Context: an optimization exercise on an open-source flow, tuned for small area and a short achievable clock period. The choices shown serve that exercise and are no tape-out recipe.
RTL that was checked went through simulation tests only; none was proved equivalent to the original.

==> run X <==
==> flow/design.v (excerpt) <==
module iir_DF1_Biquad (
  input clk,
  input rst,
  input signed [15:0] din,
  output signed [15:0] dout
);
  reg [15:0] y, xa, xb;
  reg rst_d;
  wire rst_y;
  reg [15:0] yc;   
  reg c0_0;
  reg c1_0;
  reg c2_0;
  reg c0_1;
  reg c1_1;
  reg c2_1;
  reg c0_2;
  reg c1_2;
  reg c2_2;
  reg c0_3;
  reg c1_3;
  reg c2_3;
  reg c0_4;
  reg c1_4;
  reg c2_4;
  reg c0_5;
  reg c1_5;
  reg c2_5;
  reg c0_6;
  reg c1_6;
  reg c2_6;
  reg c0_7;
  reg c1_7;
  reg c2_7;
  reg c0_8;
  reg c1_8;
  reg c2_8;
  reg c0_9;
  reg c1_9;
  reg c2_9;
  reg c0_10;
  reg c1_10;
  reg c2_10;
  reg c0_11;
  reg c1_11;
  reg c2_11;
  reg c0_12;
  reg c1_12;
  reg c2_12;
  reg c0_13;
  reg c1_13;
  reg c2_13;
  reg c0_14;
  reg c1_14;
  reg c2_14;
  reg c0_15;
  reg c1_15;
  reg c2_15;
  reg c0_16;
  reg c1_16;
  reg c2_16;
  reg c0_17;
  reg c1_17;
  reg c2_17;
  reg c0_18;
  reg c1_18;
  reg c2_18;
  reg c0_19;
  reg c1_19;
  reg c2_19;
  reg c0_20;
  reg c1_20;
  reg c2_20;
  reg c0_21;
  reg c1_21;
  reg c2_21;
  reg c0_22;
  reg c1_22;
  reg c2_22;
  reg c0_23;
  reg c1_23;
  reg c2_23;
  reg c0_24;
  reg c1_24;
  reg c2_24;
  reg c0_25;
  reg c1_25;
  reg c2_25;
  reg c0_26;
  reg c1_26;
  reg c1_27;
  reg c1_28;
  reg c0_29;
  wire hs1;
  wire hc2;
  wire s3;
  wire c4;
  wire hs5;
  wire hc6;
  wire k7;
  wire s8;
  wire c9;
  wire s10;
  wire c11;
  wire s12;
  wire c13;
  wire s14;
  wire c15;
  wire s16;
  wire c17;
  wire s18;
  wire c19;
  wire s20;
  wire c21;
  wire s22;
  wire c23;
  wire s24;
  wire c25;
  wire s26;
  wire c27;
  wire s28;
  wire c29;
  wire n30;
  wire s31;
  wire c32;
  wire s33;
  wire c34;
  wire s35;
  wire c36;
  wire s37;
  wire c38;
  wire s39;
  wire c40;
  wire hs41;
  wire hc42;
  wire k43;
  wire s44;
  wire c45;
  wire s46;
  wire c47;
  wire s48;
  wire c49;
  wire s50;
  wire c51;
  wire hs52;
  wire hc53;
  wire k54;
  wire s55;
  wire c56;
  wire s57;
  wire c58;
  wire s59;
  wire c60;
  wire s61;
  ...
clock: 11.0 ns
lec_check: 0
cap_margin: 20
core_margin: 2
core_utilization: 60
cts_buf_list: sky130_fd_sc_hd__clkbuf_8
place_density: 0.8
slew_margin: 20
synth_hierarchical: 1
synth_minimum_keep_size: 0
standard.sh (not shown) runs the stock make flow with config.mk's settings and CLKGATE_MAP_FILE= SYNTH_SCRIPT=/design/flow/synth_recipe.tcl, a recipe that flattens the netlist after the stock synthesis.
==> flow/flow/run.sh <==
#!/bin/bash
# The standard layout (the standard.sh, standard synthesis unchanged) with a few
# settings changed: clock tree synthesis inserts no dummy loads, the port buffers are
# buf_2 cells instead of the default delay buffers, and timing repair aims for a
# setup slack of 6.6 ns rather than 0.
set -euo pipefail
export CTS_ARGS="-sink_clustering_enable -repair_clock_nets -buf_list sky130_fd_sc_hd__clkbuf_8 -dont_use_dummy_load"
export BUFFER_PORTS_ARGS="-buffer_cell sky130_fd_sc_hd__buf_2"
export SETUP_SLACK_MARGIN=6.6
bash standard.sh > standard.log 2>&1
==> run F: changes against run X <==
--- a/flow/flow/run.sh
+++ b/flow/flow/run.sh
@@ -4,3 +4,3 @@
 # buf_2 cells instead of the default delay buffers, and timing repair aims for a
-# setup slack of 6.6 ns rather than 0.
+# setup slack of 7.0 ns rather than 0.
 set -euo pipefail
@@ -8,3 +8,3 @@
 export BUFFER_PORTS_ARGS="-buffer_cell sky130_fd_sc_hd__buf_2"
-export SETUP_SLACK_MARGIN=6.6
+export SETUP_SLACK_MARGIN=7.0
 bash standard.sh > standard.log 2>&1
==> qor summary <==
item	run F	run X
Post-CTS clock slew at the launch and capture registers of the worst setup and hold paths	90 ps	80 ps
Fin Clk Skew	25.4 ps	32.3 ps
Number of vias per cell after detailed routing	5.61	5.41
Total setup buffers inserted after CTS	12	0
Met1 layer wirelength in the final routing	10,400 um	9800 um
Sum of met2 wire segment lengths after detailed routing	15,300 um	14,100 um
Data-path buffer share of cell area in the final layout	3.15%	1.55%
Number of vias in the routed layout	7,032	6,630
Number of global-route vias before repair	8,108	7,910
Met1 track demand over resource	34.2%	32.9%
Nets	1,408	1,380
Met2 global-route usage	47.2%	47.1%
Beginning of the worst register-to-register path	yc[2]	yc[3]
Outcome	no timing/DRC/antenna violations	no timing/DRC/antenna violations
Final period util	37.1%	38.6%
Buffer count excluding the clock tree in the final layout	65	38
Layout Area Growth over Synthesis	10.8%	6.29%
R2r setup slk	6910 ps	6750 ps
Utilization after layout	67.6%	64.9%
Global routing met3 resource utilization	6.80%	6.74%
No functional check of the RTL was part of any run of this note.


==> 03-25 <==
iir_DF1_Biquad, a different RTL version from the one above (not shown whole).
// iir_DF1_Biquad
module iir_DF1_Biquad (
  input clk,
  input rst,
  input signed [15:0] din,
  output signed [15:0] dout
);
  reg [15:0] y, xa, xb;
  reg rst_d;
  wire rst_y;
  reg c0_0;
  reg c1_0;
  reg c0_1;
  reg c1_1;
  reg c0_2;
  reg c1_2;
  reg c0_3;
  reg c1_3;
  reg c0_4;
  reg c1_4;
  reg c0_5;
  reg c1_5;
  reg c0_6;
  reg c1_6;
  reg c0_7;
  reg c1_7;
  reg c0_8;
  reg c1_8;
  reg c0_9;
  reg c1_9;
  reg c0_10;
  reg c1_10;
  reg c0_11;
  reg c1_11;
  reg c0_12;
  reg c1_12;
  reg c0_13;
  reg c1_13;
  reg c0_14;
  reg c1_14;
  reg c0_15;
  reg c1_15;
  reg c0_16;
  reg c1_16;
  reg c0_17;
  reg c1_17;
  reg c0_18;
  reg c1_18;
  reg c0_19;
  reg c1_19;
  reg c0_20;
  reg c1_20;
  reg c0_21;
  reg c1_21;
  reg c0_22;
  reg c1_22;
  reg c0_23;
  reg c1_23;
  reg c0_24;
  reg c1_24;
  reg c0_25;
  reg c1_25;
  reg c0_26;
  reg c1_26;
  reg c0_27;
  reg c1_27;
  reg c0_28;
  reg c1_28;
  reg c0_29;
  reg c1_29;
  wire s1;
  wire c2;
  wire hs3;
  wire hc4;
  wire k5;
  wire s6;
  wire c7;
  wire hs8;
  wire hc9;
  wire k10;
  wire s11;
  wire c12;
  wire hs13;
  wire hc14;
  wire k15;
  wire s16;
  wire c17;
  wire hs18;
  wire hc19;
  wire k20;
  wire s21;
  wire c22;
  wire s23;
  wire c24;
  wire hs25;
  wire hc26;
  wire k27;
  wire s28;
  wire c29;
  wire s30;
  wire c31;
  wire hs32;
  wire hc33;
  wire k34;
  wire s35;
  wire c36;
  wire s37;
  wire c38;
  wire s39;
  wire c40;
  wire s41;
  wire c42;
  wire s43;
  wire c44;
  wire hs45;
  wire hc46;
  wire k47;
  wire s48;
  wire c49;
  wire s50;
  wire c51;
  wire s52;
  wire c53;
  wire s54;
  wire c55;
  wire s56;
  wire c57;
  wire s58;
  wire c59;
  wire hs60;
  wire hc61;
  wire k62;
  wire s63;
  wire c64;
  wire s65;
  wire c66;
  wire s67;
  wire c68;
  wire s69;
  wire c70;
  wire s71;
  wire c72;
  wire s73;
  wire c74;
  wire s75;
  wire c76;
  wire s77;
  ...
Settings: LEC_CHECK=0, CAP_MARGIN=20, CORE_MARGIN=2, CORE_UTILIZATION=50, CTS_BUF_LIST=sky130_fd_sc_hd__clkbuf_8, PLACE_DENSITY=0.7, SLEW_MARGIN=20, SYNTH_HIERARCHICAL=1, SYNTH_MINIMUM_KEEP_SIZE=0; clock period 11.0 ns.
==> flow/flow/run.sh <==
#!/bin/bash
# The standard layout (the standard.sh, standard synthesis unchanged) with a few
# settings changed: clock tree synthesis inserts no dummy loads, the port buffers are
# buf_2 cells instead of the default delay buffers, and timing repair aims for a
# setup slack of 6.8 ns rather than 0.
set -euo pipefail
export CTS_ARGS="-sink_clustering_enable -repair_clock_nets -buf_list {sky130_fd_sc_hd__clkbuf_8 sky130_fd_sc_hd__clkbuf_16} -dont_use_dummy_load"
export BUFFER_PORTS_ARGS="-buffer_cell sky130_fd_sc_hd__buf_2"
export SETUP_SLACK_MARGIN=6.8
bash standard.sh > standard.log 2>&1
==> inputs of 06-21, as changes to 03-25 <==
==> flow/flow/run.sh (replaced) <==
#!/bin/bash
# The standard layout (the standard.sh, standard synthesis unchanged) with a few
# settings changed: clock tree synthesis inserts no dummy loads, the port buffers are
# buf_2 cells instead of the default delay buffers, and timing repair aims for a
# setup slack of 6.7 ns rather than 0.
set -euo pipefail
export CTS_ARGS="-sink_clustering_enable -repair_clock_nets -buf_list {sky130_fd_sc_hd__clkbuf_8 sky130_fd_sc_hd__clkbuf_16} -dont_use_dummy_load"
export BUFFER_PORTS_ARGS="-buffer_cell sky130_fd_sc_hd__buf_2"
export SETUP_SLACK_MARGIN=6.7
bash standard.sh > standard.log 2>&1
Settings changed: CORE_UTILIZATION 50 to 60, PLACE_DENSITY 0.7 to 0.8.
==> out/qor.txt <==
=============================================================
Overall fraction of global-route tracks in use          0.293
Worst clock skew                                    0.0169 ns
Area of the multi-input gates                     0.00878 mm2
Reg2Reg Setup Slack                                   6.85 ns
Status                                           finished clean
=============================================================
The numbers above come from 06-21.

==> out/qor.txt <==
=============================================================
Status                                           finished clean
Reg2Reg Setup Slack                                   6.93 ns
Worst clock skew                                    0.0249 ns
Overall fraction of global-route tracks in use          0.228
Start point of the critical path                        xb[8]
Via count normalized by instance count                   5.20
Area of the multi-input gates                     0.00879 mm2
Total placed instance area                         0.0118 mm2
Global-route wire length before repair               39800 um
Endpoint kind of the worst setup timing path        flip-flop
Hold Worst Slack                                     0.523 ns
=============================================================
The numbers above come from 03-25.

## what the ideal ports hide
The results above use ideal ports. As a check the final layouts listed here were re-extracted and re-timed, cells and wires unchanged. Step 1, drivers: a clkbuf_16 drives clk and a buf_2 each remaining input, both assumed. Step 2 adds t to the input delays and takes it off the output delays; t is the mean of the earliest and latest rising clock arrival at the registers after step 1. Input paths then give back, and output paths get back, about the clock's delay inside the block. Three values: no drivers, after step 1, after step 2; two values: the first two.
run	t, ns	setup WS [ns]	latest minus earliest clock arrival (ns)	cell pins on the clock port's net
run X	0.480	6.749 / 6.749 / 6.749	0.033 / 0.034	1
run F	0.484	6.914 / 6.914 / 6.855	0.026 / 0.025	1
03-25	0.394	6.934 / 6.934 / 6.934	0.025 / 0.025	1
06-21	0.394	6.846 / 6.846 / 6.846	0.017 / 0.017	1
After both steps setup and hold are still met in every run listed. For run F, which loses most, drivers alone change the setup slack by 0.000 ns; drivers and shift together by -0.059 ns.
